Source: an optimization exercise on an open RTL-to-GDS flow (aim: small area and a short achievable clock period). Production flows keep margins and buffers that such runs may drop.
At most, simulation tests tie the RTL to the original design; equivalence was not proved.
Only the layout flow was run in runs 2 and 3; the RTL was not checked for function there.
Power and IR drop assume default switching activity.

===== flow/config.mk =====
export PLATFORM = sky130hd
export DESIGN_NAME = final_top
export DESIGN_NICKNAME = final_top
export VERILOG_FILES = /design/flow/design.v
export SDC_FILE = /design/flow/constraint.sdc
export NUM_CORES = 4
export LEC_CHECK = 0
export ABC_AREA = 1
export CAP_MARGIN = 40
export CORE_MARGIN = 2
export CORE_UTILIZATION = 40
export SLEW_MARGIN = 30

===== flow/constraint.sdc =====
create_clock -name core_clock -period 11.0 [get_ports {clk}]
set_input_delay 2.2000 -clock core_clock [delete_from_list [all_inputs] [get_ports {clk}]]
set_output_delay 2.2000 -clock core_clock [all_outputs]
set_load 0.01 [all_outputs]

===== flow/design.v =====
module final_top (clk,reset,data1,data2,data3,data4,data5,data6,data7,data8,data9,data10,data11,data12,data13,data14,data15,data16,wr1,wr2,wr3,wr4,wr5,wr6,wr7,wr8,wr9,wr10,wr11,wr12,wr13,wr14,wr15,wr16,datao1,datao2,datao3,datao4,datao5,datao6,datao7,datao8,datao9,datao10,datao11,datao12,datao13,datao14,datao15,datao16);
input clk, reset;
input [7:0] data1,data2,data3,data4,data5,data6,data7,data8,data9,data10,data11,data12,data13,data14,data15,data16;
input wr1,wr2,wr3,wr4,wr5,wr6,wr7,wr8,wr9,wr10,wr11,wr12,wr13,wr14,wr15,wr16;
output [7:0] datao1,datao2,datao3,datao4,datao5,datao6,datao7,datao8,datao9,datao10,datao11,datao12,datao13,datao14,datao15,datao16;
wire [127:0] din = {data16,data15,data14,data13,data12,data11,data10,data9,data8,data7,data6,data5,data4,data3,data2,data1};
wire [15:0] wrv = {wr16,wr15,wr14,wr13,wr12,wr11,wr10,wr9,wr8,wr7,wr6,wr5,wr4,wr3,wr2,wr1};
wire [127:0] dout;
assign datao1 = dout[7:0];
assign datao2 = dout[15:8];
assign datao3 = dout[23:16];
assign datao4 = dout[31:24];
assign datao5 = dout[39:32];
assign datao6 = dout[47:40];
assign datao7 = dout[55:48];
assign datao8 = dout[63:56];
assign datao9 = dout[71:64];
assign datao10 = dout[79:72];
assign datao11 = dout[87:80];
assign datao12 = dout[95:88];
assign datao13 = dout[103:96];
assign datao14 = dout[111:104];
assign datao15 = dout[119:112];
assign datao16 = dout[127:120];
reg [3:0] c;
always @(posedge clk or negedge reset)
  if (!reset) c <= 4'd0;
  else        c <= c + 4'd1;
wire [143:0] g;      
genvar j;
generate for (j = 0; j < 16; j = j + 1) begin : q
  reg  [7:0] e [0:6];
  reg  [2:0] n;
  reg        pop;
  wire [7:0] d  = din[8*j+7:8*j];
  wire       w  = wrv[j];
  wire [2:0] m  = n - {2'd0, pop};    
  wire [7:0] en [0:6];                
  genvar k;
  for (k = 0; k < 7; k = k + 1) begin : s
    wire ld = (m == k);
    wire sh = pop & ~ld;
    wire hd = ~pop & ~ld;
    wire [7:0] nx = (k == 6) ? d : e[(k + 1) % 7];
    assign en[k] = ({8{ld}} & d) | ({8{sh}} & nx) | ({8{hd}} & e[k]);
    always @(posedge clk)
      e[k] <= en[k];
  end
  wire       byp = (m == 3'd0);
  wire [7:0] hn  = en[0];             
  wire [3:0] want = c + 4'd1 - j;
  wire       mn  = (~byp | w) & (hn[3:0] == want);
  assign g[9*j+8:9*j] = {mn, hn};
  always @(posedge clk or negedge reset)
    if (!reset) begin
      n <= 3'd0; pop <= 1'b0;
    end else begin
      n   <= m + {2'd0, w};
      pop <= mn;
    end
end endgenerate
wire [79:0] z0, z1, z2, z3, z4;
genvar o;
generate for (o = 0; o < 16; o = o + 1) begin : r
  assign z0[5*o+4:5*o] = {g[9*((17 - o) % 16)+8:9*((17 - o) % 16)+4]};
  assign z1[5*o+4:5*o] = c[0] ? z0[5*((o + 15) % 16)+4:5*((o + 15) % 16)] : z0[5*o+4:5*o];
  assign z2[5*o+4:5*o] = c[1] ? z1[5*((o + 14) % 16)+4:5*((o + 14) % 16)] : z1[5*o+4:5*o];
  assign z3[5*o+4:5*o] = c[2] ? z2[5*((o + 12) % 16)+4:5*((o + 12) % 16)] : z2[5*o+4:5*o];
  assign z4[5*o+4:5*o] = c[3] ? z3[5*((o + 8) % 16)+4:5*((o + 8) % 16)] : z3[5*o+4:5*o];
  reg       mt;      
  reg [3:0] hi;      
  always @(posedge clk or negedge reset)
    if (!reset) begin
      mt <= 1'b0; hi <= 4'd0;
    end else begin
      mt <= z4[5*o+4];
      hi <= z4[5*o+3:5*o] & {4{z4[5*o+4]}};
    end
  assign dout[8*o+7:8*o] = {hi, o[3] & mt, o[2] & mt, o[1] & mt, o[0] & mt};
end endgenerate
endmodule

===== flow/flow/run.sh =====
#!/bin/bash
# Standard synthesis, then the standard layout steps with a larger setup
# repair margin so that repair_timing works towards a shorter period.
set -e
cp standard.sh synth_recipe.tcl config.mk constraint.sdc flow/ 2>/dev/null || true
bash standard.sh synth > synth.log 2>&1
export SETUP_SLACK_MARGIN=${MARGIN:-7.5}
bash standard.sh finish > layout.log 2>&1

===== flow/flow/synth_recipe.tcl =====
proc synth {args} { yosys synth -nofsm -noshare {*}$args }
source $::env(SCRIPTS_DIR)/synth.tcl
# left out here: clear keep_hierarchy, flatten, clean up, hide names made inside functions, write 1_2_yosys.v

===== flow/flow/config.mk =====
export PLATFORM = sky130hd
export DESIGN_NAME = final_top
export DESIGN_NICKNAME = bench
export VERILOG_FILES = /design/flow/design.v
export SDC_FILE = /design/flow/constraint.sdc
export NUM_CORES = 4
export LEC_CHECK = 0
export ABC_AREA = 1
export CAP_MARGIN = 40
export CORE_MARGIN = 2
export CORE_UTILIZATION = 40
export SLEW_MARGIN = 30

===== flow/flow/constraint.sdc =====
create_clock -name core_clock -period 11.0 [get_ports {clk}]
set_input_delay 2.2000 -clock core_clock [delete_from_list [all_inputs] [get_ports {clk}]]
set_output_delay 2.2000 -clock core_clock [all_outputs]
set_load 0.01 [all_outputs]

===== flow/flow/standard.sh =====
#!/bin/bash
# The standard flow's own layout of this design, on the ORFS make targets given (by default finish). After
# finish it leaves the final layout's DEF at /design/flow/out/final.def.
set -euo pipefail
make -C /OpenROAD-flow-scripts/flow DESIGN_CONFIG=/design/flow/config.mk WORK_HOME=/design/flow/orfs CLKGATE_MAP_FILE= SYNTH_SCRIPT=/design/flow/synth_recipe.tcl ABC_AREA=1 CAP_MARGIN=40 CORE_MARGIN=2 CORE_UTILIZATION=40 SLEW_MARGIN=30 "${@:-finish}"
if [[ -f /design/flow/orfs/results/sky130hd/final_top/base/6_final.odb ]]; then
  : # left out here: write the final layout as DEF
fi

===== flow/standard.sh =====
#!/bin/bash
# synth_recipe.tcl (not shown) runs the flow's synth.tcl, then flattens the netlist and writes it again
# the make line also repeats each setting of config.mk as NAME=value (left out here)
make -C /OpenROAD-flow-scripts/flow DESIGN_CONFIG=/design/flow/config.mk WORK_HOME=/design/flow/orfs CLKGATE_MAP_FILE= SYNTH_SCRIPT=/design/flow/synth_recipe.tcl "${@:-finish}"

==> impl_metrics.csv, run 1 <==
group,metric,value,unit
final_layout,fill_cells,11300,
worst_setup_path,r2r-start,"c[1]",
worst_setup_path,startpoint,"r[10].mt",
final_layout,area_growth,18.6,%
cts,path_clk_slew,0.07,ns
final_layout,n_antenna_cell,0,
routing,wire_per_inst,17.7,um
global_route,grt_max_degree,86,
synthesis,synth_seq_cells,1043,
final_layout,fin_util,0.478,
cts,numClockSinks,1043,
routing,ant_nets,0,
synthesis,synth.most_common_cell,"nand2_1",
power,ir_drop,0.000158,V
synthesis,yosysWarnings,17,
power,seqPwrFrac,0.354,
sta,setup_tns,0,ns
cts,clock_latency,0.70,ns
synthesis,yosysTopAreaCell,"dfxtp_1",
worst_setup_path,end_kind,"output port",
sta,final-max-slew-violation-count,0,
worst_setup_path,cp.arrival,1.39,ns
synthesis,synthTopCellsByCount,"nand2_1 (1634), dfxtp_1 (896), inv_1 (586)",
global_route,antenna_found_initial,5,
global_route,grt_use_total,0.224,
synthesis,synth.top_cell.area_share,0.390,
floorplan,die_area,118000,um2
sta,finalCritPeriodShare,0.327,
synthesis,syn_inst,5707,
routing,route.met3.wl,7.71,mm
cts,htreeDepth,3,
routing,drt_pass1_iterations,6,
sta,max_freq,278,MHz
routing,post_drt_via_cell_ratio,5.26,
power,p_int,10.8,mW
placement,post_dp_cell_area,49500,um2
worst_setup_path,required,8.80,ns
power,pwr_density_cell,333,nW/um2
worst_setup_path,crit_type,"reg -> out",
synthesis,synth_area_leaders,"dfxtp_1 (39%), nand2_1 (13%), dfrtp_1 (8.0%)",
power,p_leak,24.6,nW
worst_setup_path,worstSetupStartpointType,"flop",
global_route,grt_pass1_wl,212,mm
sta,layout_setup_ws,7.41,ns
sta,report.final.setup_viol,0,
routing,vias,40000,
final_layout,design_area,54600,um2
global_route,globalRouteOverflowTotal,0,
floorplan,dieHeight,343,um
routing,routed_wl,135,mm
cts,root_buffer,"clkbuf_16",
sta,fin_skew,0.0303,ns
worst_setup_path,path_cells,"buf_6 -> buf_6",
synthesis,synth_cell_types,35,
floorplan,fp.dieW,343,um
min_path,hold_class,"reg -> reg",
cts,cts_buffer_depth,3,
sta,tightest_slew,0.872,ns
synthesis,synthArstFlopShare,0.141,
routing,top_layer,"met5",
routing,drc,0,
sta,relSlewSlack,0.418,
floorplan,start_util,0.403,
synthesis,syn-cell-area,46000,um2
synthesis,ys_dominant_reg_cell,"dfxtp_1",
routing,route.met2.wl,60.3,mm
routing,wl_met1,62.3,mm
worst_setup_path,crit_path_frequent_cell,"buf_6",
sta,hold_violations,0,
sta,rsz0062_at_grt,"true",
cts,tritoncts,"yes",
floorplan,core-area,114000,um2
placement,place_hpwl,98.9,mm
power,clockPowerShare,0.216,
floorplan,io-pin-count,274,
synthesis,ys_seq_area_frac,0.470,
placement,dp_cells,7289,
job,maxCapViolations,0,
min_path,hp-start,"q[0].e[4][0]",
sta,min_period,3.59,ns
min_path,min_path_cells,2,
global_route,grt_pass1_vias,37900,
cts,cts-hold-fix-buffers,0,
worst_setup_path,path_max_fanout,2,
cts,cts_buffers,112,
worst_setup_path,slowest_stage,"dfrtp_2",
placement,dp_slack,6.26,ns
placement,gp_congestion,0.917,
worst_setup_path,max_stage_delay,0.45,ns
power,p_sw_frac,0.408,
final_layout,layout-drive-gt1-share,0.134,
placement,io_buffers,241,
worst_setup_path,reg2regPathDepth,16,
routing,drt_iter0_markers,2996,
final_layout,final_nets,6208,
final_layout,finalNonFillerCells,7601,
synthesis,avgSynthCellArea,8.07,um2
synthesis,synth-edff-count,0,
power,p_switching,7.42,mW
floorplan,rows,124,
power,p_comb_frac,0.431,
status,run_status,"no timing/DRC/antenna violations",
## per-layer routing
layer	global-route usage	vias up
met5	0	-
met4	0.0759	6
met3	0.0391	224
met2	0.356	1014
met1	0.306	18800
li1	-	20000
## cell usage in the layout, fill, tap and decap left out, types with 98 or more instances in the layout
cell type / instances
clkbuf_16: 119
nand3_2: 98
buf_4: 112
nor2_1: 163
nand3_1: 553
o211ai_1: 402
o21ai_0: 134
inv_1: 548
dfxtp_1: 896
nor2_2: 108
dfrtp_1: 118
o221ai_1: 296
nand2_1: 1625
## state kept, by name, summed over array words and instances, names as in the netlist
signal / count
r.mt: 15
q.pop: 16
q.e: 896
q.n: 48
c: 4
r.hi: 64
## power groups by stage
stage	registers (mW)	logic [mW]	clock network [mW]
6_report	6.44	7.83	3.92
5_1_grt	6.62	8.87	4.16
4_1_cts	6.44	7.62	4.01
3_5_place_dp	6.49	7.37	0
3_3_place_gp	6.47	7.19	0
2_1_floorplan	6.25	5.53	0
## worst max-delay path, delay by kind of cell (launching register included)
| family | cells | cell delay [ns] |
|---|---|---|
| flops | 1 | 0.45 |
| buf+inv | 2 | 0.24 |
## cell type report
class,count,area [um2],share of cell area
inverters,642,2420,0.0444
repair buffers,368,3450,0.0633
well taps,1512,1890,0.0347
clock buffers,179,3540,0.0649
flip-flops and latches,1043,21700,0.397
clock inverters,32,354,0.00649
multi-input cells,3825,21300,0.390
## what timing repair did
action | CTS | global route
setup buffers | 71 | 26
pin swaps | 77 | 41
resized for setup | 500 | 190
endpoints found under the setup margin | 176 | 157
gates cloned | 0 | 1
## kinds of logic after synthesis
logic type      count (synthesis)  share of synthesized area
simple gates                 2703                      0.260
flops                        1043                      0.470
compound gates                888                      0.143
buf+inv                       870                     0.0792
mux                           113                     0.0246
fa+ha+maj                      70                     0.0190
xor+xnor                       19                    0.00443
other cells                     1                  0.0000815
## final timing paths
kind	slack [ns]	to
worst min register to register	0.46	q[0].e[3][0]
max in group asynchronous	8.16	q[11].pop
worst min-delay path	0.46	q[0].e[3][0]
min in group asynchronous	1.37	q[14].n[1]
worst max register to register	7.68	r[9].hi[1]
worst max-delay path	7.41	datao11[3]
## metrics by stage
step / hold WS [ns] / total power, mW
2_1_floorplan: 0.436 / 11.8
3_3_place_gp: 0.447 / 13.7
3_5_place_dp: 0.448 / 13.9
4_1_cts: 0.462 / 18.1
5_1_grt: 0.479 / 19.6
6_report: 0.456 / 18.2
==> run 2, diff against run 1 <==
--- a/flow/design.v
+++ b/flow/design.v
@@ -30,5 +30,4 @@
 genvar j;
 generate for (j = 0; j < 16; j = j + 1) begin : q
-  reg  [7:0] e [0:6];
   reg  [2:0] n;
   reg        pop;
@@ -36,17 +35,14 @@
   wire       w  = wrv[j];
   wire [2:0] m  = n - {2'd0, pop};    
-  wire [7:0] en [0:6];                
+  wire [6:0] ld, sh, hd;
   genvar k;
   for (k = 0; k < 7; k = k + 1) begin : s
-    wire ld = (m == k);
-    wire sh = pop & ~ld;
-    wire hd = ~pop & ~ld;
-    wire [7:0] nx = (k == 6) ? d : e[(k + 1) % 7];
-    assign en[k] = ({8{ld}} & d) | ({8{sh}} & nx) | ({8{hd}} & e[k]);
-    always @(posedge clk)
-      e[k] <= en[k];
+    assign ld[k] = (m == k);
+    assign sh[k] = pop & ~ld[k];
+    assign hd[k] = ~pop & ~ld[k];
   end
+  wire [7:0] hn;                      
+  qstore st (.clk(clk), .d(d), .ld(ld), .sh(sh), .hd(hd), .hn(hn));
   wire       byp = (m == 3'd0);
-  wire [7:0] hn  = en[0];             
   wire [3:0] want = c + 4'd1 - j;
   wire       mn  = (~byp | w) & (hn[3:0] == want);
@@ -80,2 +76,18 @@
 end endgenerate
 endmodule
+module qstore (clk, d, ld, sh, hd, hn);
+input clk;
+input [7:0] d;
+input [6:0] ld, sh, hd;
+output [7:0] hn;
+reg  [7:0] e [0:6];
+wire [7:0] en [0:6];
+genvar k;
+generate for (k = 0; k < 7; k = k + 1) begin : s
+  wire [7:0] nx = (k == 6) ? d : e[(k + 1) % 7];
+  assign en[k] = ({8{ld[k]}} & d) | ({8{sh[k]}} & nx) | ({8{hd[k]}} & e[k]);
+  always @(posedge clk)
+    e[k] <= en[k];
+end endgenerate
+assign hn = en[0];
+endmodule
--- a/flow/flow/config.mk
+++ b/flow/flow/config.mk
@@ -6,7 +6,7 @@
 export NUM_CORES = 4
 export LEC_CHECK = 0
-export ABC_AREA = 1
 export CAP_MARGIN = 40
 export CORE_MARGIN = 2
 export CORE_UTILIZATION = 40
 export SLEW_MARGIN = 30
+export SYNTH_HIERARCHICAL = 1
==> flow/flow/standard.sh (replaced) <==
#!/bin/bash
# The standard flow's own layout of this design, on the ORFS make targets given (by default finish). After
# finish it leaves the final layout's DEF at /design/flow/out/final.def.
set -euo pipefail
make -C /OpenROAD-flow-scripts/flow DESIGN_CONFIG=/design/flow/config.mk WORK_HOME=/design/flow/orfs CLKGATE_MAP_FILE= SYNTH_SCRIPT=/design/flow/synth_recipe.tcl CAP_MARGIN=40 CORE_MARGIN=2 CORE_UTILIZATION=40 SLEW_MARGIN=30 SYNTH_HIERARCHICAL=1 "${@:-finish}"
if [[ -f /design/flow/orfs/results/sky130hd/final_top/base/6_final.odb ]]; then
  : # left out here: write the final layout as DEF
fi
--- a/flow/config.mk
+++ b/flow/config.mk
@@ -6,7 +6,7 @@
 export NUM_CORES = 4
 export LEC_CHECK = 0
-export ABC_AREA = 1
 export CAP_MARGIN = 40
 export CORE_MARGIN = 2
 export CORE_UTILIZATION = 40
 export SLEW_MARGIN = 30
+export SYNTH_HIERARCHICAL = 1
==> impl_metrics.csv, run 2 <==
group,metric,value,unit
status,run_status,"no timing/DRC/antenna violations",
sta,hold_violations,0,
synthesis,yosysWarnings,9,
worst_setup_path,reg2regPathDepth,9,
synthesis,synth_cell_types,74,
synthesis,avgSynthCellArea,10.5,um2
min_path,hp-start,"q[1].st.e[6][5]",
routing,routed_wl,124,mm
worst_setup_path,max_stage_delay,0.61,ns
routing,wire_per_inst,21.1,um
floorplan,start_util,0.405,
power,pwr_density_cell,356,nW/um2
final_layout,area_growth,15.6,%
sta,tightest_slew,0.915,ns
routing,post_drt_via_cell_ratio,5.85,
cts,numClockSinks,1043,
power,clockPowerShare,0.196,
worst_setup_path,reg2reg_to,"r[7].mt",
final_layout,final_nets,4513,
synthesis,syn-cell-area,45000,um2
sta,relSlewSlack,0.389,
power,p_switching,7.18,mW
floorplan,io-pin-count,274,
sta,max_freq,229,MHz
placement,dp_cells,5590,
synthesis,yosysTopAreaCell,"dfxtp_1",
synthesis,synth_area_leaders,"dfxtp_1 (40%), a222oi_1 (17%), dfrtp_1 (8.2%)",
worst_setup_path,required,11.58,ns
synthesis,ys_dominant_reg_cell,"dfxtp_1",
synthesis,synth_seq_cells,1043,
sta,fin_skew,0.0338,ns
cts,clock_latency,0.70,ns
routing,drc,0,
worst_setup_path,path_cells,"clkdlybuf4s15_2 -> a222oi_1 -> inv_1 -> xor2_1 -> and3_1 -> o32ai_2 -> nor3_2 -> a32oi_2 -> mux4_2 -> buf_6 -> mux2i_2",
worst_setup_path,end_kind,"flop",
synthesis,syn_inst,4274,
cts,cts_buffer_depth,3,
global_route,globalRouteOverflowTotal,0,
global_route,grt_pass1_vias,31900,
worst_setup_path,ff2ff_setup_slack,6.76,ns
sta,rsz0062_at_grt,"true",
synthesis,synthTopCellsByCount,"dfxtp_1 (896), inv_1 (839), a222oi_1 (769)",
cts,tritoncts,"yes",
final_layout,fin_util,0.468,
worst_setup_path,path_max_fanout,7,
cts,cts-hold-fix-buffers,0,
floorplan,dieHeight,339,um
min_path,hold_class,"reg -> reg",
synthesis,synth-edff-count,0,
floorplan,fp.dieW,339,um
placement,dp_slack,5.26,ns
sta,report.final.setup_viol,0,
routing,vias,34400,
final_layout,layout_commonest_cell,"dfxtp_1",
sta,final-max-slew-violation-count,0,
placement,post_dp_cell_area,46600,um2
final_layout,final_cell_mix,"dfxtp_1 (896), inv_1 (836), a222oi_1 (769)",
power,ir_drop,0.000151,V
worst_setup_path,cp.arrival,4.94,ns
power,p_comb_frac,0.444,
global_route,antenna_found_initial,12,
routing,drt_iter0_markers,6025,
worst_setup_path,crit_type,"in -> reg",
power,seqPwrFrac,0.360,
sta,finalCritPeriodShare,0.397,
global_route,grt_max_degree,80,
routing,drt_pass1_iterations,14,
cts,root_buffer,"clkbuf_16",
cts,cts_buffers,107,
job,maxCapViolations,0,
final_layout,finalNonFillerCells,5876,
min_path,min_path_cells,2,
final_layout,design_area,52000,um2
worst_setup_path,slowest_stage,"mux4_2",
power,p_sw_frac,0.387,
synthesis,synth.top_cell.area_share,0.399,
placement,gp_congestion,0.911,
final_layout,largest_reg_flops,896,
power,p_leak,24.1,nW
placement,io_buffers,241,
worst_setup_path,r2r-start,"c[2]",
synthesis,ys_seq_area_frac,0.481,
cts,htreeDepth,3,
power,p_int,11.3,mW
placement,place_hpwl,89.2,mm
cts,path_clk_slew,0.06,ns
sta,setup_tns,0,ns
final_layout,reg_top3,"q.st.e x896, r.hi x64, q.n x48",
worst_setup_path,worstSetupStartpointType,"input pin",
synthesis,synthArstFlopShare,0.141,
global_route,grt_use_total,0.206,
sta,layout_setup_ws,6.64,ns
floorplan,rows,122,
synthesis,synth.most_common_cell,"dfxtp_1",
sta,min_period,4.36,ns
final_layout,layout-drive-gt1-share,0.176,
min_path,min_to,"q[1].st.e[5][5]",
global_route,grt_pass1_wl,190,mm
floorplan,die_area,115000,um2
final_layout,largest_register,"q.st.e",
routing,ant_nets,0,
floorplan,core-area,111000,um2
## run 2: timing repair
action	CTS	global route
setup endpoints to repair	189	132
gates cloned	7	0
gates resized for setup	686	183
buffers inserted	44	34
pin swaps	40	54
## run 2: how the worst max path moves through the flow
stage / startpoint / end / cells past startpoint
floorplan: data8[1] / r[3].hi[0] / 9
global placement: data11[0] / r[12].hi[1] / 9
detailed placement: data11[1] / r[11].hi[2] / 9
CTS: data8[1] / r[7].mt / 10
global route: data4[1] / r[7].mt / 11
finish: data4[1] / r[7].mt / 11
## run 2: per-layer routing
layer	part of all wire	up-vias	global-route usage
li1	-	15900	-
met1	0.44	16800	0.279
met2	0.45	1369	0.319
met3	0.079	254	0.0437
met4	0.038	12	0.0825
met5	0.00063	-	0
## run 2: per-module statistics from Yosys, one instance, submodules excluded
module / times used / cell area, um2 / flip-flops and latches
final_top: 1 / 13100 / 147
qstore: 16 / 1990 / 56
## run 2: area by class of cell
cell class / instances / area [um2]
Inverter: 841 / 3170
Fill cell: 10300 / 59100
Timing Repair Buffer: 352 / 3050
Tap cell: 1488 / 1860
Clock buffer: 163 / 3210
Clock inverter: 31 / 333
Sequential cell: 1043 / 21700
Antenna cell: 2 / 5.00
Multi-Input combinational cell: 1956 / 18700
## run 2: worst max-delay path: cells and delay by family
family,cells,cell delay [ns]
buffers and inverters,3,0.53
xor gates and xnor gates,1,0.24
muxes,2,0.78
and+or+nand+nor,2,0.55
AOI/OAI and AO/OA,3,0.62
## run 2: stage by stage
| step | power [mW] | hold slack, ns |
|---|---|---|
| 2_1_floorplan | 12.8 | 0.433 |
| 3_3_place_gp | 13.9 | 0.441 |
| 3_5_place_dp | 14.2 | 0.451 |
| 4_1_cts | 18.2 | 0.446 |
| 5_1_grt | 19.8 | 0.473 |
| 6_report | 18.5 | 0.448 |
## run 2: kinds of logic (layout without fill, tap and decap cells)
family                   after synthesis  after routing  synth area share
AND/OR/NAND/NOR                      557            557            0.0577
multiplexers                         164            171            0.0602
adder cells (fa/ha/maj)               66             66            0.0184
other                                  1             34         0.0000834
buffers and inverters               1313           1387             0.139
flip-flops                          1043           1043             0.481
AO/OA/AOI/OAI                       1015           1015             0.219
XOR/XNOR                             115            115            0.0250
## run 2: power by group through the flow
stage	clock (mW)	sequential, mW	combinational, mW
floorplan	0	6.32	6.46
CTS	3.73	6.64	7.81
global route	3.88	6.84	9.04
detailed placement	0	6.69	7.47
finish	3.64	6.67	8.22
global placement	0	6.69	7.26
==> run 3, diff against run 2 <==
--- a/flow/flow/config.mk
+++ b/flow/flow/config.mk
@@ -9,4 +9,6 @@
 export CORE_MARGIN = 2
 export CORE_UTILIZATION = 40
+export CTS_CLUSTER_DIAMETER = 100
+export CTS_CLUSTER_SIZE = 30
 export SLEW_MARGIN = 30
 export SYNTH_HIERARCHICAL = 1
==> flow/flow/standard.sh (replaced) <==
#!/bin/bash
# The standard flow's own layout of this design, on the ORFS make targets given (by default finish). After
# finish it leaves the final layout's DEF at /design/flow/out/final.def.
set -euo pipefail
make -C /OpenROAD-flow-scripts/flow DESIGN_CONFIG=/design/flow/config.mk WORK_HOME=/design/flow/orfs CLKGATE_MAP_FILE= SYNTH_SCRIPT=/design/flow/synth_recipe.tcl CAP_MARGIN=40 CORE_MARGIN=2 CORE_UTILIZATION=40 CTS_CLUSTER_DIAMETER=100 CTS_CLUSTER_SIZE=30 SLEW_MARGIN=30 SYNTH_HIERARCHICAL=1 "${@:-finish}"
if [[ -f /design/flow/orfs/results/sky130hd/final_top/base/6_final.odb ]]; then
  : # left out here: write the final layout as DEF
fi
--- a/flow/config.mk
+++ b/flow/config.mk
@@ -9,4 +9,6 @@
 export CORE_MARGIN = 2
 export CORE_UTILIZATION = 40
+export CTS_CLUSTER_DIAMETER = 100
+export CTS_CLUSTER_SIZE = 30
 export SLEW_MARGIN = 30
 export SYNTH_HIERARCHICAL = 1
==> impl_metrics.csv, run 3 <==
group,metric,value,unit
cts,cts_buffer_depth,3,
final_layout,design_area,50000,um2
power,p_leak,23.1,nW
routing,drt_pass1_iterations,13,
worst_setup_path,reg2regPathDepth,11,
min_path,min_to,"q[3].st.e[4][1]",
placement,io_buffers,241,
synthesis,avgSynthCellArea,10.5,um2
min_path,hold_class,"reg -> reg",
sta,min_period,4.40,ns
placement,gp_congestion,0.911,
synthesis,syn_inst,4274,
final_layout,largest_register,"q.st.e",
sta,setup_tns,0,ns
sta,rsz0062_at_grt,"true",
floorplan,die_area,115000,um2
global_route,grt_pass1_vias,31000,
synthesis,synth.top_cell.area_share,0.399,
sta,tightest_slew,0.877,ns
floorplan,core-area,111000,um2
synthesis,ys_seq_area_frac,0.481,
final_layout,reg_top3,"q.st.e x896, r.hi x64, q.n x48",
synthesis,yosysTopAreaCell,"dfxtp_1",
worst_setup_path,worstSetupStartpointType,"input pin",
placement,dp_cells,5590,
global_route,grt_max_degree,80,
sta,hold_violations,0,
sta,layout_setup_ws,6.60,ns
global_route,grt_pass1_wl,187,mm
final_layout,final_nets,4471,
final_layout,fill_cells,10400,
worst_setup_path,crit_type,"in -> reg",
global_route,globalRouteOverflowTotal,0,
routing,drt_iter0_markers,6235,
global_route,grt_use_total,0.202,
min_path,hp-start,"q[3].st.e[5][1]",
synthesis,synthSimpleGateAreaFrac,0.0577,
worst_setup_path,r2r-start,"c[0]",
final_layout,finalNonFillerCells,5779,
routing,ant_nets,0,
cts,tritoncts,"yes",
worst_setup_path,path_max_fanout,7,
worst_setup_path,ff2ff_setup_slack,6.74,ns
synthesis,synthArstFlopShare,0.141,
cts,htreeDepth,2,
synthesis,synthTopCellsByCount,"dfxtp_1 (896), inv_1 (839), a222oi_1 (769)",
synthesis,synth_seq_cells,1043,
routing,drc,0,
final_layout,multiInputGateArea,18800,um2
sta,report.final.setup_viol,0,
sta,max_freq,227,MHz
final_layout,final_cell_mix,"dfxtp_1 (896), inv_1 (836), a222oi_1 (769)",
floorplan,io-pin-count,274,
sta,finalCritPeriodShare,0.400,
placement,dp_slack,5.26,ns
floorplan,dieHeight,339,um
power,ir_drop,0.000116,V
sta,fin_skew,0.0289,ns
placement,post_dp_cell_area,46600,um2
routing,wire_per_inst,21.2,um
cts,numClockSinks,1043,
final_layout,seqCellArea,21700,um2
final_layout,fin_util,0.450,
cts,path_clk_slew,0.12,ns
job,maxCapViolations,0,
floorplan,fp.dieW,339,um
routing,routed_wl,123,mm
floorplan,start_util,0.405,
synthesis,synth_xor_area_frac,0.0250,
min_path,min_path_cells,2,
global_route,antenna_found_initial,11,
placement,place_hpwl,89.2,mm
synthesis,synth_fa_ha_area_frac,0.0184,
worst_setup_path,reg2reg_to,"r[7].mt",
synthesis,synth-edff-count,0,
cts,clock_latency,0.66,ns
floorplan,rows,122,
cts,root_buffer,"clkbuf_16",
synthesis,synth.most_common_cell,"dfxtp_1",
synthesis,synth-compound-area-share,0.219,
synthesis,synth_top_family_by_area,"compound AO/OA/AOI/OAI gates",
worst_setup_path,required,11.57,ns
synthesis,syn-cell-area,45000,um2
cts,cts_buffers,43,
final_layout,area_growth,11.3,%
synthesis,synth_mux_area_frac,0.0602,
sta,hold_ws,0.466,ns
worst_setup_path,end_kind,"flop",
status,run_status,"no timing/DRC/antenna violations",
sta,final-max-slew-violation-count,0,
routing,vias,34000,
synthesis,synth_cell_types,74,
cts,cts-hold-fix-buffers,0,
worst_setup_path,cp.arrival,4.97,ns
synthesis,synth_area_leaders,"dfxtp_1 (40%), a222oi_1 (17%), dfrtp_1 (8.2%)",
final_layout,largest_reg_flops,896,
final_layout,layout-drive-gt1-share,0.164,
power,p_total,17.0,mW
routing,post_drt_via_cell_ratio,5.88,
power,pwr_density_cell,339,nW/um2
final_layout,layout_commonest_cell,"dfxtp_1",
synthesis,ys_dominant_reg_cell,"dfxtp_1",
synthesis,yosysWarnings,9,
sta,relSlewSlack,0.414,
[run 3: cell counts after synthesis]
Identical to the previous run, type by type.
[run 3: cell families (layout without fill, tap and decap cells)]
| logic type | count (synthesis) | in the layout |
|---|---|---|
| AO/OA/AOI/OAI | 1015 | 1015 |
| XOR/XNOR | 115 | 115 |
| adder cells (fa/ha/maj) | 66 | 66 |
| buffers and inverters | 1313 | 1289 |
| flip-flops | 1043 | 1043 |
| multiplexers | 164 | 173 |
| other | 1 | 33 |
| AND/OR/NAND/NOR | 557 | 557 |
[run 3: final cells by class]
type,count,share of cell area
Clock inverter,9,0.00220
Tap cell,1488,0.0372
Clock buffer,67,0.0250
Timing Repair Buffer,372,0.0628
Multi-Input combinational cell,1958,0.376
Antenna cell,1,0.0000500
Sequential cell,1043,0.433
Inverter,841,0.0632
[run 3: Yosys stat by module (local to each module, per instance)]
module | area (um2) | copies in the design | flops+latches | cells
final_top | 13100 | 1 | 147 | 1378
qstore | 1990 | 16 | 56 | 181
[run 3: routing by layer]
metal,share of wire,vias to the layer above,GRT usage
met2,0.45,1331,0.317
met4,0.034,12,0.0612
met1,0.44,16700,0.281
li1,-,15800,-
met5,0.00064,-,0
met3,0.080,195,0.0381
[run 3: power by group]
part           switching [mW]  internal [mW]  leakage, nW
clock network            1.23          0.819        0.654
logic                    4.66           3.62         13.1
registers                1.02           5.63         9.38
total                    6.91           10.1         23.1
[run 3: how the worst max path moves through the flow]
stage               startpoint     endpoint  cells past startpoint
floorplan             data8[1]   r[3].hi[0]                      9
detailed placement   data11[1]  r[11].hi[2]                      9
global route          data8[1]      r[7].mt                     10
CTS                   data8[1]      r[7].mt                     10
finish                data7[3]   r[3].hi[3]                     10
global placement     data11[0]  r[12].hi[1]                      9
[run 3: timing repair]
item                       in CTS  in global routing
buffers inserted               42                 56
pin swaps                      28                 88
gates cloned                    8                  1
gates resized for setup       657                245
setup endpoints to repair     189                127
[run 3: worst max-delay path: stages]
cell,delay [ns]
dlygate4sd2_1,0.34
a222oi_1,0.35
inv_1,0.20
xnor2_1,0.19
xnor2_2,0.42
a22oi_2,0.24
buf_4,0.23
mux4_2,0.54
buf_6,0.16
o32ai_2,0.09
==> run 4, diff against run 3 <==
--- a/flow/design.v
+++ b/flow/design.v
@@ -30,4 +30,5 @@
 genvar j;
 generate for (j = 0; j < 16; j = j + 1) begin : q
+  reg  [7:0] e [0:6];
   reg  [2:0] n;
   reg        pop;
@@ -35,14 +36,17 @@
   wire       w  = wrv[j];
   wire [2:0] m  = n - {2'd0, pop};    
-  wire [6:0] ld, sh, hd;
+  wire [7:0] en [0:6];                
   genvar k;
   for (k = 0; k < 7; k = k + 1) begin : s
-    assign ld[k] = (m == k);
-    assign sh[k] = pop & ~ld[k];
-    assign hd[k] = ~pop & ~ld[k];
+    wire ld = (m == k);
+    wire sh = pop & ~ld;
+    wire hd = ~pop & ~ld;
+    wire [7:0] nx = (k == 6) ? d : e[(k + 1) % 7];
+    assign en[k] = ({8{ld}} & d) | ({8{sh}} & nx) | ({8{hd}} & e[k]);
+    always @(posedge clk)
+      e[k] <= en[k];
   end
-  wire [7:0] hn;                      
-  qstore st (.clk(clk), .d(d), .ld(ld), .sh(sh), .hd(hd), .hn(hn));
   wire       byp = (m == 3'd0);
+  wire [7:0] hn  = en[0];             
   wire [3:0] want = c + 4'd1 - j;
   wire       mn  = (~byp | w) & (hn[3:0] == want);
@@ -76,18 +80,2 @@
 end endgenerate
 endmodule
-module qstore (clk, d, ld, sh, hd, hn);
-input clk;
-input [7:0] d;
-input [6:0] ld, sh, hd;
-output [7:0] hn;
-reg  [7:0] e [0:6];
-wire [7:0] en [0:6];
-genvar k;
-generate for (k = 0; k < 7; k = k + 1) begin : s
-  wire [7:0] nx = (k == 6) ? d : e[(k + 1) % 7];
-  assign en[k] = ({8{ld[k]}} & d) | ({8{sh[k]}} & nx) | ({8{hd[k]}} & e[k]);
-  always @(posedge clk)
-    e[k] <= en[k];
-end endgenerate
-assign hn = en[0];
-endmodule
--- a/flow/config.mk
+++ b/flow/config.mk
@@ -6,9 +6,7 @@
 export NUM_CORES = 4
 export LEC_CHECK = 0
+export ABC_AREA = 1
 export CAP_MARGIN = 40
 export CORE_MARGIN = 2
 export CORE_UTILIZATION = 40
-export CTS_CLUSTER_DIAMETER = 100
-export CTS_CLUSTER_SIZE = 30
 export SLEW_MARGIN = 30
-export SYNTH_HIERARCHICAL = 1
removed: flow/flow/synth_recipe.tcl
removed: flow/flow/config.mk
removed: flow/flow/constraint.sdc
removed: flow/flow/standard.sh
==> impl_metrics.csv, run 4 <==
group,metric,value,unit
routing,post_drt_via_cell_ratio,5.26,
floorplan,start_util,0.403,
sta,relSlewSlack,0.418,
worst_setup_path,crit_path_frequent_cell,"buf_6",
synthesis,synthTopCellsByCount,"nand2_1 (1634), dfxtp_1 (896), inv_1 (586)",
worst_setup_path,slowest_stage,"dfrtp_2",
sta,finalCritPeriodShare,0.327,
synthesis,yosysTopAreaCell,"dfxtp_1",
placement,dp_cells,7289,
worst_setup_path,critPathBufInv,2,
final_layout,area_growth,18.6,%
worst_setup_path,path_cells,"buf_6 -> buf_6",
sta,tightest_slew,0.872,ns
routing,vias,40000,
synthesis,synth_seq_cells,1043,
worst_setup_path,max_stage_delay,0.45,ns
synthesis,ys_dominant_reg_cell,"dfxtp_1",
cts,cts-hold-fix-buffers,0,
floorplan,rows,124,
final_layout,final_cell_mix,"nand2_1 (1625), dfxtp_1 (896), nand3_1 (553)",
global_route,globalRouteOverflowTotal,0,
global_route,antenna_found_initial,5,
routing,drt_pass1_iterations,6,
sta,report.final.setup_viol,0,
routing,routed_wl,135,mm
synthesis,synth-edff-count,0,
final_layout,largest_reg_flops,896,
global_route,grt_max_degree,86,
routing,drc,0,
global_route,grt_pass1_vias,37900,
final_layout,fin_util,0.478,
synthesis,avgSynthCellArea,8.07,um2
global_route,grt_use_total,0.224,
worst_setup_path,crit_type,"reg -> out",
cts,path_clk_slew,0.07,ns
cts,numClockSinks,1043,
final_layout,finalNonFillerCells,7601,
final_layout,largest_register,"q.e",
final_layout,n_antenna_cell,0,
floorplan,io-pin-count,274,
synthesis,synth_cell_types,35,
synthesis,yosysWarnings,17,
synthesis,ys_seq_area_frac,0.470,
power,p_leak,24.6,nW
routing,ant_nets,0,
routing,wire_per_inst,17.7,um
worst_setup_path,worstSetupStartpointType,"flop",
final_layout,layout-drive-gt1-share,0.134,
cts,cts_buffer_depth,3,
routing,drt_iter0_markers,2996,
worst_setup_path,required,8.80,ns
job,maxCapViolations,0,
worst_setup_path,end_kind,"output port",
sta,setup_tns,0,ns
placement,io_buffers,241,
placement,post_dp_cell_area,49500,um2
final_layout,final_nets,6208,
final_layout,reg_top3,"q.e x896, r.hi x64, q.n x48",
synthesis,synth_area_leaders,"dfxtp_1 (39%), nand2_1 (13%), dfrtp_1 (8.0%)",
worst_setup_path,cp.arrival,1.39,ns
synthesis,synthArstFlopShare,0.141,
power,pwr_density_cell,333,nW/um2
floorplan,fp.dieW,343,um
synthesis,synth.most_common_cell,"nand2_1",
final_layout,layout_commonest_cell,"nand2_1",
cts,root_buffer,"clkbuf_16",
sta,final-max-slew-violation-count,0,
sta,max_freq,278,MHz
floorplan,core-area,114000,um2
sta,fin_skew,0.0303,ns
global_route,grt_pass1_wl,212,mm
synthesis,syn-cell-area,46000,um2
sta,min_period,3.59,ns
final_layout,fill_cells,11300,
status,run_status,"no timing/DRC/antenna violations",
sta,rsz0062_at_grt,"true",
power,ir_drop,0.000158,V
cts,cts_buffers,112,
floorplan,dieHeight,343,um
synthesis,syn_inst,5707,
worst_setup_path,path_delay_family,"flip-flops",
placement,place_hpwl,98.9,mm
sta,hold_violations,0,
floorplan,die_area,118000,um2
synthesis,synth.top_cell.area_share,0.390,
cts,clock_latency,0.70,ns
final_layout,design_area,54600,um2
placement,gp_congestion,0.917,
worst_setup_path,path_max_fanout,2,
cts,htreeDepth,3,
cts,tritoncts,"yes",
min_path,hold_class,"reg -> reg",
==> run 4: area by class of cell <==
type / instances / area, um2 / area share
inverters: 642 / 2420 / 0.0444
flip-flops and latches: 1043 / 21700 / 0.397
well taps: 1512 / 1890 / 0.0347
multi-input cells: 3825 / 21300 / 0.390
repair buffers: 368 / 3450 / 0.0633
clock buffers: 179 / 3540 / 0.0649
clock inverters: 32 / 354 / 0.00649
==> run 4: worst register-to-register path, cell delays in order (launching register included) <==
cell	delay (ns)
dfrtp_2	0.37
buf_12	0.30
ha_1	0.36
buf_12	0.15
buf_12	0.14
xnor2_4	0.28
clkinvlp_4	0.13
buf_4	0.23
nand4_1	0.13
nand2_1	0.07
nor2_2	0.13
nand4_1	0.28
nand3_2	0.21
nand3_1	0.14
nand3_2	0.15
nand2_4	0.10
nor2_2	0.09
==> run 4: metal layers <==
metal	share of wire	track usage
met5	0.00028	0
met4	0.031	0.0759
met3	0.057	0.0391
met2	0.45	0.356
met1	0.46	0.306
==> run 4: through the flow <==
| step | hold slack (ns) | power [mW] | worst slack [ns] |
|---|---|---|---|
| after floorplan | 0.436 | 11.8 | 7.72 |
| after global placement | 0.447 | 13.7 | 6.27 |
| after detailed placement | 0.448 | 13.9 | 6.26 |
| after CTS | 0.462 | 18.1 | 7.37 |
| after global routing | 0.479 | 19.6 | 7.36 |
| final | 0.456 | 18.2 | 7.41 |
==> run 4: final timing paths <==
check,startpoint,to,slack [ns],cells past startpoint
max in group asynchronous,reset,q[11].pop,8.16,4
worst min-delay path,q[0].e[4][0],q[0].e[3][0],0.46,2
worst max register to register,c[1],r[9].hi[1],7.68,16
worst max-delay path,r[10].mt,datao11[3],7.41,2
worst min register to register,q[0].e[4][0],q[0].e[3][0],0.46,2
min in group asynchronous,reset,q[14].n[1],1.37,1
==> run 4: timing repair <==
item	in CTS	in global routing
gates resized for setup	500	190
setup endpoints to repair	176	157
pin swaps	77	41
setup buffers	71	26
gates cloned	0	1
==> run 4: kinds of logic after synthesis <==
| kind of cell | count (synthesis) | synth area share |
|---|---|---|
| adder cells (fa/ha/maj) | 70 | 0.0190 |
| other | 1 | 0.0000815 |
| buffers and inverters | 870 | 0.0792 |
| XOR/XNOR | 19 | 0.00443 |
| multiplexers | 113 | 0.0246 |
| AO/OA/AOI/OAI | 888 | 0.143 |
| flip-flops | 1043 | 0.470 |
| AND/OR/NAND/NOR | 2703 | 0.260 |
==> run 4: power breakdown <==
part	switching (mW)	internal [mW]
combinational	5.06	2.77
clock	1.58	2.34
sequential	0.780	5.66
total	7.42	10.8
==> run 5, diff against run 4 <==
--- a/flow/design.v
+++ b/flow/design.v
@@ -68,14 +68,25 @@
   assign z3[5*o+4:5*o] = c[2] ? z2[5*((o + 12) % 16)+4:5*((o + 12) % 16)] : z2[5*o+4:5*o];
   assign z4[5*o+4:5*o] = c[3] ? z3[5*((o + 8) % 16)+4:5*((o + 8) % 16)] : z3[5*o+4:5*o];
-  reg       mt;      
   reg [3:0] hi;      
   always @(posedge clk or negedge reset)
-    if (!reset) begin
-      mt <= 1'b0; hi <= 4'd0;
-    end else begin
-      mt <= z4[5*o+4];
-      hi <= z4[5*o+3:5*o] & {4{z4[5*o+4]}};
+    if (!reset) hi <= 4'd0;
+    else        hi <= z4[5*o+3:5*o] & {4{z4[5*o+4]}};
+  assign dout[8*o+7:8*o+4] = hi;
+  genvar b;
+  for (b = 0; b < 4; b = b + 1) begin : lo
+    if (o & (1 << b)) begin : one
+      obit f (.clk(clk), .reset(reset), .d(z4[5*o+4]), .q(dout[8*o+b]));
+    end else begin : zero
+      assign dout[8*o+b] = 1'b0;
     end
-  assign dout[8*o+7:8*o] = {hi, o[3] & mt, o[2] & mt, o[1] & mt, o[0] & mt};
+  end
 end endgenerate
 endmodule
+module obit (clk, reset, d, q);
+input clk, reset, d;
+output q;
+reg q;
+always @(posedge clk or negedge reset)
+  if (!reset) q <= 1'b0;
+  else        q <= d;
+endmodule
==> flow/flow/run.sh (replaced) <==
#!/bin/bash
# Standard synthesis, then the standard layout steps with plain buffers on
# the ports and a larger setup repair margin, so that repair_timing works
# towards a shorter period than the clock's.
set -e
bash standard.sh synth > synth.log 2>&1
export SETUP_SLACK_MARGIN=${MARGIN:-7.5}
export BUFFER_PORTS_ARGS="-buffer_cell sky130_fd_sc_hd__buf_2"
bash standard.sh finish > layout.log 2>&1
--- a/flow/config.mk
+++ b/flow/config.mk
@@ -11,2 +11,3 @@
 export CORE_UTILIZATION = 40
 export SLEW_MARGIN = 30
+export SYNTH_HIERARCHICAL = 1
==> impl_metrics.csv, run 5 <==
group,metric,value,unit
status,run_status,"no timing/DRC/antenna violations",
min_path,hold_class,"reg -> reg",
global_route,met1_usage,0.304,
sta,hold_violations,0,
sta,finalCritPeriodShare,0.322,
cts,htreeDepth,3,
global_route,grt_max_degree,60,
final_layout,final_nets,6164,
synthesis,syn-cell-area,46200,um2
synthesis,synth_cell_types,35,
synthesis,yosysWarnings,24,
global_route,gr-usage-met2,0.365,
job,maxCapViolations,0,
global_route,antenna_found_initial,10,
power,p_comb_frac,0.418,
synthesis,ys_seq_area_frac,0.477,
sta,setup_tns,0,ns
worst_setup_path,max_stage_delay,0.48,ns
routing,post_drt_via_cell_ratio,5.28,
floorplan,core-area,115000,um2
synthesis,synthTopCellsByCount,"nand2_1 (1634), dfxtp_1 (896), inv_1 (586)",
synthesis,synth.most_common_cell,"nand2_1",
global_route,met3_usage,0.0414,
cts,path_clk_slew,0.06,ns
worst_setup_path,cp.arrival,1.34,ns
placement,gp_congestion,0.913,
routing,ant_nets,0,
power,p_sw_frac,0.412,
placement,place_hpwl,101,mm
synthesis,synth.top_cell.area_share,0.388,
final_layout,largest_register,"q.e",
cts,cts-hold-fix-buffers,0,
worst_setup_path,slowest_stage,"dfrtp_2",
sta,report.final.setup_viol,0,
sta,tightest_slew,0.883,ns
cts,clock_latency,0.71,ns
power,ir_drop,0.000186,V
final_layout,largest_reg_flops,896,
synthesis,synthArstFlopShare,0.155,
power,p_int,10.5,mW
final_layout,fin_util,0.465,
worst_setup_path,path_cells,"buf_6",
synthesis,ys_dominant_reg_cell,"dfxtp_1",
routing,wire_per_inst,18.0,um
placement,dp_cells,7305,
sta,rsz0062_at_grt,"true",
sta,relSlewSlack,0.409,
routing,drc,0,
cts,cts_buffer_depth,3,
power,seqPwrFrac,0.368,
worst_setup_path,path_max_fanout,1,
global_route,grt_pass1_wl,212,mm
final_layout,reg_top3,"q.e x896, r.hi x64, q.n x48",
global_route,grt_pass1_vias,37600,
floorplan,rows,124,
floorplan,dieHeight,344,um
final_layout,layout-drive-gt1-share,0.128,
power,pwr_density_cell,335,nW/um2
routing,drt_pass1_iterations,6,
power,clockPowerShare,0.215,
global_route,grt_use_total,0.226,
floorplan,fp.dieW,344,um
sta,layout_setup_ws,7.46,ns
cts,numClockSinks,1060,
global_route,top_usage_layer,"met2",
sta,fin_skew,0.0248,ns
cts,root_buffer,"clkbuf_16",
placement,io_buffers,241,
synthesis,avgSynthCellArea,8.12,um2
worst_setup_path,crit_type,"reg -> out",
power,p_switching,7.36,mW
synthesis,syn_inst,5692,
worst_setup_path,end_kind,"output port",
sta,min_period,3.54,ns
routing,vias,39900,
sta,final-max-slew-violation-count,0,
placement,dp_slack,6.66,ns
final_layout,layout_commonest_cell,"nand2_1",
sta,hold_ws,0.454,ns
cts,cts_buffers,115,
worst_setup_path,path_delay_family,"flip-flops",
sta,max_freq,282,MHz
routing,drt_iter0_markers,3073,
floorplan,start_util,0.404,
final_layout,final_cell_mix,"nand2_1 (1633), dfxtp_1 (896), inv_1 (584)",
cts,tritoncts,"yes",
worst_setup_path,required,8.80,ns
routing,routed_wl,136,mm
final_layout,finalNonFillerCells,7556,
synthesis,yosysTopAreaCell,"dfxtp_1",
floorplan,io-pin-count,274,
worst_setup_path,worstSetupStartpointType,"flop",
synthesis,synth_seq_cells,1060,
worst_setup_path,critPathBufInv,1,
power,p_leak,24.0,nW
global_route,globalRouteOverflowTotal,0,
synthesis,synth_area_leaders,"dfxtp_1 (39%), nand2_1 (13%), dfrtp_1 (8.9%)",
synthesis,synth-edff-count,0,
floorplan,die_area,118000,um2
final_layout,area_growth,15.2,%
==> run 5: area by class of cell <==
class | instances | area, um2
Fill cell | 11400 | 61300
Clock buffer | 178 | 3450
Antenna cell | 3 | 7.51
Sequential cell | 1060 | 22100
Clock inverter | 32 | 299
Multi-Input combinational cell | 3825 | 21000
Tap cell | 1512 | 1890
Timing Repair Buffer | 304 | 2090
Inverter | 642 | 2410
==> run 5: through the flow <==
stage / cell area [um2] / power, mW
global route: 53200 / 19.3
CTS: 52800 / 17.8
detailed placement: 48700 / 13.8
global placement: 48600 / 13.7
finish: 53200 / 17.8
floorplan: 46300 / 11.8
==> run 5: power by group through the flow <==
stage          Clock (mW)  Combinational [mW]  Sequential, mW
2_1_floorplan           0                5.48            6.35
3_5_place_dp            0                7.25            6.59
4_1_cts              3.91                7.32            6.54
5_1_grt              4.07                8.45            6.74
6_report             3.83                7.45            6.56
3_3_place_gp            0                7.09            6.58
==> run 5: timing repair <==
item	CTS	global route
gates cloned	1	1
resized for setup	64	43
setup endpoints to repair	172	166
pin swaps	3	20
setup buffers	13	22
==> run 5: modules after synthesis (local to each module, per instance) <==
module	flip-flops and latches	cell area (um2)	cells inside	times used
obit	1	25.0	1	32
final_top	1028	45400	5660	1
==> run 5: cell families (layout without fill, tap and decap cells) <==
family | after synthesis | after routing | synth area share
AND/OR/NAND/NOR | 2703 | 2703 | 0.259
XOR/XNOR | 19 | 19 | 0.00441
adder cells (fa/ha/maj) | 70 | 70 | 0.0190
buffers and inverters | 838 | 1156 | 0.0736
flip-flops | 1060 | 1060 | 0.477
multiplexers | 113 | 113 | 0.0245
other | 1 | 35 | 0.0000811
AO/OA/AOI/OAI | 888 | 888 | 0.142
==> run 5: final timing paths <==
path	slack, ns	cells past startpoint	from	to
min in group asynchronous	1.43	1	reset	q[0].pop
hold reg to reg	0.45	2	q[0].e[4][0]	q[0].e[3][0]
setup reg to reg	7.61	13	q[15].pop	r[2].hi[1]
max in group asynchronous	8.28	4	reset	r[14].lo[2].one.f.q
setup / recovery	7.46	1	r[3].hi[2]	datao4[6]
hold / removal	0.45	2	q[0].e[4][0]	q[0].e[3][0]
==> run 5: layer usage <==
layer | routed length (um) | vias up
li1 | - | 19900
met1 | 61300 | 18700
met2 | 61700 | 1008
met3 | 8500 | 236
met4 | 4430 | 8
met5 | 46 | -
==> run 6, diff against run 5 <==
--- a/flow/config.mk
+++ b/flow/config.mk
@@ -10,4 +10,6 @@
 export CORE_MARGIN = 2
 export CORE_UTILIZATION = 40
+export CTS_CLUSTER_DIAMETER = 80
+export CTS_CLUSTER_SIZE = 24
 export SLEW_MARGIN = 30
 export SYNTH_HIERARCHICAL = 1
==> impl_metrics.csv, run 6 <==
group,metric,value,unit
final_layout,area_growth,11.0,%
sta,max_freq,283,MHz
cts,root_buffer,"clkbuf_16",
min_path,min_to,"q[4].e[3][5]",
routing,drt_pass1_iterations,6,
cts,cts-hold-fix-buffers,0,
sta,fin_skew,0.0283,ns
final_layout,fin_util,0.448,
floorplan,io-pin-count,274,
synthesis,yosysWarnings,24,
synthesis,yosysTopAreaCell,"dfxtp_1",
cts,numClockSinks,1060,
final_layout,reg_top3,"q.e x896, r.hi x64, q.n x48",
power,p_sw_frac,0.432,
power,clockPowerShare,0.148,
worst_setup_path,worstSetupStartpointType,"flop",
routing,ant_nets,0,
sta,setup_tns,0,ns
sta,finalCritPeriodShare,0.321,
power,p_total,16.4,mW
worst_setup_path,slowest_stage,"dfrtp_2",
synthesis,synthArstFlopShare,0.155,
worst_setup_path,reg2regPathDepth,18,
cts,path_clk_slew,0.10,ns
worst_setup_path,path_cells,"buf_6",
synthesis,synthTopCellsByCount,"nand2_1 (1634), dfxtp_1 (896), inv_1 (586)",
placement,place_hpwl,101,mm
final_layout,layout-drive-gt1-share,0.115,
synthesis,avgSynthCellArea,8.12,um2
sta,hold_violations,0,
sta,min_period,3.54,ns
min_path,hold_class,"reg -> reg",
routing,vias,39200,
synthesis,syn_inst,5692,
worst_setup_path,r2r-start,"c[1]",
worst_setup_path,crit_type,"reg -> out",
status,run_status,"no timing/DRC/antenna violations",
power,p_switching,7.10,mW
power,pwr_density_cell,320,nW/um2
power,seqPwrFrac,0.398,
final_layout,final_nets,6105,
final_layout,fill_cells,11600,
global_route,antenna_found_initial,11,
global_route,grt_use_total,0.221,
worst_setup_path,end_kind,"output port",
synthesis,synth_area_leaders,"dfxtp_1 (39%), nand2_1 (13%), dfrtp_1 (8.9%)",
power,p_int,9.32,mW
sta,tightest_slew,0.900,ns
routing,drt_iter0_markers,3109,
synthesis,synth.most_common_cell,"nand2_1",
power,p_comb_frac,0.453,
power,ir_drop,0.000145,V
min_path,min_path_cells,2,
final_layout,final_cell_mix,"nand2_1 (1633), dfxtp_1 (896), inv_1 (584)",
placement,io_buffers,241,
final_layout,layout_commonest_cell,"nand2_1",
sta,rsz0062_at_grt,"true",
synthesis,ys_seq_area_frac,0.477,
floorplan,core-area,115000,um2
synthesis,synth_cell_types,35,
synthesis,ys_dominant_reg_cell,"dfxtp_1",
floorplan,fp.dieW,344,um
floorplan,start_util,0.404,
placement,dp_cells,7305,
final_layout,largest_reg_flops,896,
floorplan,rows,124,
cts,clock_latency,0.69,ns
routing,drc,0,
worst_setup_path,required,8.80,ns
worst_setup_path,max_stage_delay,0.49,ns
job,maxCapViolations,0,
routing,wire_per_inst,18.0,um
power,p_leak,23.0,nW
synthesis,synth-edff-count,0,
worst_setup_path,cp.arrival,1.34,ns
synthesis,syn-cell-area,46200,um2
floorplan,dieHeight,344,um
global_route,grt_pass1_vias,36800,
cts,tritoncts,"yes",
synthesis,synth.top_cell.area_share,0.388,
routing,post_drt_via_cell_ratio,5.27,
global_route,grt_pass1_wl,209,mm
sta,report.final.setup_viol,0,
sta,relSlewSlack,0.399,
final_layout,largest_register,"q.e",
worst_setup_path,critPathBufInv,1,
global_route,globalRouteOverflowTotal,0,
placement,gp_congestion,0.913,
cts,htreeDepth,2,
worst_setup_path,path_delay_family,"flip-flops",
min_path,hp-start,"q[4].e[4][5]",
worst_setup_path,ff2ff_setup_slack,7.62,ns
worst_setup_path,reg2reg_to,"r[3].hi[1]",
global_route,grt_max_degree,60,
worst_setup_path,path_max_fanout,1,
final_layout,finalNonFillerCells,7446,
cts,cts_buffer_depth,3,
routing,routed_wl,134,mm
floorplan,die_area,118000,um2
sta,final-max-slew-violation-count,0,
cts,cts_buffers,55,
synthesis,synth_seq_cells,1060,
-- run 6: cell counts after synthesis --
No cell type changed its count.
-- run 6: final cells by class --
type	instances	area, um2	area share
antenna	4	10.0	0.000195
clock buffer	80	1560	0.0305
clock inverter	18	240	0.00468
inverter	642	2410	0.0471
multi-input combinational	3825	21000	0.409
sequential	1060	22100	0.431
tap	1512	1890	0.0369
timing repair buffer	305	2080	0.0406
-- run 6: power by group through the flow --
stage / logic [mW] / clock network [mW] / registers [mW]
6_report: 7.44 / 2.43 / 6.54
5_1_grt: 8.45 / 2.62 / 6.72
3_3_place_gp: 7.09 / 0 / 6.58
3_5_place_dp: 7.25 / 0 / 6.59
2_1_floorplan: 5.48 / 0 / 6.35
4_1_cts: 7.31 / 2.50 / 6.52
-- run 6: how the worst max path moves through the flow --
stage	endpoint	cells after the start	start
final	datao4[6]	1	r[3].hi[2]
after global routing	datao4[5]	1	r[3].hi[1]
after CTS	datao4[5]	1	r[3].hi[1]
after detailed placement	r[12].hi[2]	9	data6[6]
after global placement	r[1].hi[2]	18	c[0]
after floorplan	r[13].lo[0].one.f.q	9	wr3
-- run 6: modules after synthesis, one instance, submodules excluded --
module	copies in the design	area [um2]	cells inside
obit	32	25.0	1
final_top	1	45400	5660
-- run 6: kinds of logic after synthesis --
kind of cell	synth area share
AO/OA/AOI/OAI	0.142
XOR/XNOR	0.00441
adder cells (fa/ha/maj)	0.0190
buffers and inverters	0.0736
flip-flops	0.477
multiplexers	0.0245
other	0.0000811
AND/OR/NAND/NOR	0.259
-- run 6: metal layers --
| layer | routed length [um] | global-route usage | part of all wire |
|---|---|---|---|
| met4 | 3940 | 0.0643 | 0.029 |
| met3 | 8000 | 0.0341 | 0.060 |
| met5 | 58 | 0 | 0.00043 |
| met1 | 60900 | 0.302 | 0.45 |
| met2 | 61300 | 0.362 | 0.46 |
-- run 6: stage by stage --
stage          hold slack, ns  cell area (um2)  setup WS [ns]
2_1_floorplan           0.436            46300           7.71
3_3_place_gp            0.446            48600           6.59
3_5_place_dp            0.450            48700           6.66
4_1_cts                 0.459            50800           7.44
5_1_grt                 0.490            51300           7.45
6_report                0.451            51300           7.46
-- run 6: timing repair --
action | 4_1_cts | 5_1_grt
setup endpoints to repair | 182 | 150
resized for setup | 60 | 43
endpoints found under the hold margin | 0 | 0
buffers inserted | 9 | 27
gates cloned | 1 | 1
pin swaps | 2 | 27
==> run 7, diff against run 6 <==
--- a/flow/config.mk
+++ b/flow/config.mk
@@ -9,5 +9,5 @@
 export CAP_MARGIN = 40
 export CORE_MARGIN = 2
-export CORE_UTILIZATION = 40
+export CORE_UTILIZATION = 70
 export CTS_CLUSTER_DIAMETER = 80
 export CTS_CLUSTER_SIZE = 24
==> impl_metrics.csv, run 7 <==
group,metric,value,unit
status,run_status,"no timing/DRC/antenna violations",
synthesis,synth_area_leaders,"dfxtp_1 (39%), nand2_1 (13%), dfrtp_1 (8.9%)",
synthesis,synth.top_cell.area_share,0.388,
cts,numClockSinks,1060,
sta,final-max-slew-violation-count,0,
worst_setup_path,reg2regPathDepth,15,
worst_setup_path,required,11.58,ns
cts,cts_buffer_depth,3,
routing,drt_iter0_markers,4147,
sta,report.final.setup_viol,0,
job,maxCapViolations,0,
cts,clock_latency,0.67,ns
synthesis,synth-edff-count,0,
routing,ant_nets,0,
global_route,grt_pass1_wl,194,mm
synthesis,synthArstFlopShare,0.155,
worst_setup_path,path_max_fanout,6,
cts,root_buffer,"clkbuf_16",
min_path,min_path_cells,2,
routing,post_drt_via_cell_ratio,5.97,
worst_setup_path,crit_type,"in -> reg",
floorplan,io-pin-count,274,
worst_setup_path,r2r-start,"q[1].pop",
global_route,globalRouteOverflowTotal,0,
final_layout,area_growth,8.09,%
final_layout,layout_commonest_cell,"nand2_1",
floorplan,core-area,65500,um2
synthesis,synthTopCellsByCount,"nand2_1 (1634), dfxtp_1 (896), inv_1 (586)",
worst_setup_path,end_kind,"flop",
synthesis,avgSynthCellArea,8.12,um2
synthesis,ys_seq_area_frac,0.477,
sta,max_freq,286,MHz
final_layout,fill_cells,5091,
cts,cts_buffers,50,
final_layout,layout-drive-gt1-share,0.110,
final_layout,final_nets,6109,
floorplan,start_util,0.705,
worst_setup_path,reg2reg_to,"r[10].hi[2]",
sta,hold_violations,0,
sta,setup_tns,0,ns
synthesis,syn-cell-area,46200,um2
routing,wire_per_inst,18.1,um
synthesis,synth_seq_cells,1060,
synthesis,yosysTopAreaCell,"dfxtp_1",
placement,gp_congestion,0.940,
worst_setup_path,ff2ff_setup_slack,7.63,ns
sta,rsz0062_at_grt,"true",
power,p_leak,22.9,nW
sta,finalCritPeriodShare,0.318,
synthesis,ys_dominant_reg_cell,"dfxtp_1",
placement,place_hpwl,90.3,mm
global_route,grt_use_total,0.352,
worst_setup_path,worstSetupStartpointType,"input pin",
floorplan,rows,94,
min_path,hold_class,"reg -> reg",
cts,path_clk_slew,0.09,ns
final_layout,reg_top3,"q.e x896, r.hi x64, q.n x48",
global_route,grt_max_degree,104,
routing,drt_pass1_iterations,7,
floorplan,dieHeight,261,um
power,ir_drop,0.000212,V
final_layout,final_cell_mix,"nand2_1 (1634), dfxtp_1 (896), inv_1 (582)",
synthesis,yosysWarnings,24,
global_route,antenna_found_initial,11,
min_path,min_to,"q[2].e[3][4]",
worst_setup_path,cp.arrival,4.07,ns
synthesis,synth.most_common_cell,"nand2_1",
final_layout,largest_reg_flops,896,
global_route,grt_pass1_vias,37500,
min_path,hp-start,"q[2].e[4][4]",
routing,drc,0,
synthesis,syn_inst,5692,
routing,routed_wl,123,mm
routing,vias,40500,
sta,min_period,3.49,ns
power,pwr_density_cell,322,nW/um2
cts,htreeDepth,2,
sta,tightest_slew,0.879,ns
final_layout,largest_register,"q.e",
synthesis,synth_cell_types,35,
sta,fin_skew,0.0411,ns
sta,relSlewSlack,0.414,
floorplan,fp.dieW,261,um
sta,hold_ws,0.468,ns
floorplan,die_area,68100,um2
placement,io_buffers,241,
cts,tritoncts,"yes",
-- run 7: cell count changes in the layout (fill, tap and decap cells not counted), moves of 6 or more --
cell	before	now
clkinv_2	6	0
dfrtp_2	27	7
dfrtp_1	130	151
clkbuf_1	18	25
buf_4	53	60
buf_6	33	1
buf_2	207	240
-- run 7: area by class of cell --
class | count | area (um2) | share of cell area
clock buffers | 79 | 1420 | 0.0285
flip-flops and latches | 1060 | 22100 | 0.442
inverters | 642 | 2420 | 0.0484
multi-input cells | 3825 | 21000 | 0.420
repair buffers | 314 | 1930 | 0.0387
well taps | 864 | 1080 | 0.0216
diodes | 2 | 5.00 | 0.000100
clock inverters | 4 | 48.8 | 0.000977
-- run 7: metal layers --
layer,share of wire,global-route usage,vias to the layer above
met5,0.00087,0,-
met4,0.049,0.150,16
met3,0.077,0.0629,347
met2,0.46,0.577,1415
met1,0.41,0.461,19100
li1,-,-,19700
-- run 7: modules after synthesis, one instance, submodules excluded --
module,flops+latches,times used
final_top,1028,1
obit,1,32
-- run 7: repair_timing --
action | CTS | global route
hold buffers | 0 | 0
resized for setup | 16 | 24
pin swaps | 3 | 27
cloned | 0 | 2
setup endpoints to repair | 98 | 96
setup buffers | 11 | 36
-- run 7: through the flow --
| stage | util | power (mW) | setup slack (ns) | instance area [um2] | instances |
|---|---|---|---|---|---|
| 2_1_floorplan | - | 11.8 | 7.71 | 46300 | 5723 |
| 3_3_place_gp | 0.729 | 13.4 | 6.68 | 47800 | 6648 |
| 3_5_place_dp | 0.730 | 13.7 | 6.72 | 47900 | 6654 |
| 4_1_cts | 0.755 | 15.9 | 7.50 | 49500 | 6748 |
| 5_1_grt | 0.762 | 17.3 | 7.45 | 49900 | 6789 |
| 6_report | 0.763 | 16.1 | 7.51 | 50000 | 6790 |
-- run 7: logic make-up (layout without fill, tap and decap cells) --
| family | count (synthesis) | count (layout) | share of synthesized area |
|---|---|---|---|
| AOI/OAI and AO/OA | 888 | 888 | 0.142 |
| xor gates and xnor gates | 19 | 19 | 0.00441 |
| adders and majority gates | 70 | 70 | 0.0190 |
| buffers and inverters | 838 | 1039 | 0.0736 |
| DFF | 1060 | 1060 | 0.477 |
| muxes | 113 | 113 | 0.0245 |
| other | 1 | 34 | 0.0000811 |
| and+or+nand+nor | 2703 | 2703 | 0.259 |
-- run 7: worst max path at each step --
stage,from,endpoint,slack (ns),cells past startpoint
2_1_floorplan,wr3,r[13].lo[0].one.f.q,7.71,9
3_3_place_gp,c[1],r[12].hi[2],6.68,13
3_5_place_dp,c[1],r[14].hi[1],6.72,14
4_1_cts,c[0],r[15].hi[1],7.50,19
5_1_grt,data10[6],r[8].hi[2],7.45,11
6_report,data10[4],r[11].hi[0],7.51,9
-- run 7: report_power, final --
group / internal, mW / switching (mW) / leakage [nW]
registers: 5.73 / 0.794 / 9.66
logic: 2.48 / 4.98 / 12.5
clock network: 0.901 / 1.23 / 0.703
total: 9.10 / 7.00 / 22.9
-- run 7: worst max-delay path, stage by stage --
cell and delay (ns):
buf_2 0.09, inv_1 0.15, o211ai_1 0.61, mux2i_1 0.20
mux2i_1 0.36, nand2_1 0.14, nand3_1 0.11, nand2_1 0.07
nor2_2 0.12

-- port drivers added, routing unchanged --
The flow's constraints put no driver on any port. The routed layouts listed below were extracted and timed again, unchanged, in two steps. Step 1: set_driving_cell puts a clkbuf_16 on clk and a buf_2 on each other input, an assumption about the parent block. Step 2 times the ports against the registers' clock, not the clock port: input delays grow and output delays shrink by t, the midpoint of the rising clock arrivals with the driver on. Three values: no drivers, after step 1, after step 2; two values: the first two.
| run | t, ns | setup slack, ns | worst register clock-pin slew, ns |
|---|---|---|---|
| run 1 | 0.759 | 7.407 / 7.334 / 6.795 | 0.07 / 0.07 |
| run 2 | 0.755 | 6.638 / 6.663 / 5.908 | 0.07 / 0.07 |
| run 3 | 0.710 | 6.600 / 6.620 / 5.910 | 0.12 / 0.12 |
| run 4 | 0.759 | 7.407 / 7.334 / 6.795 | 0.07 / 0.07 |
| run 5 | 0.770 | 7.456 / 7.381 / 6.791 | 0.06 / 0.06 |
| run 6 | 0.754 | 7.464 / 7.389 / 6.865 | 0.10 / 0.10 |
| run 7 | 0.719 | 7.507 / 7.457 / 6.834 | 0.10 / 0.10 |
After both steps setup and hold are still met in every run listed. For run 2, which loses most, drivers alone change the setup slack by +0.025 ns; drivers and shift together by -0.730 ns.
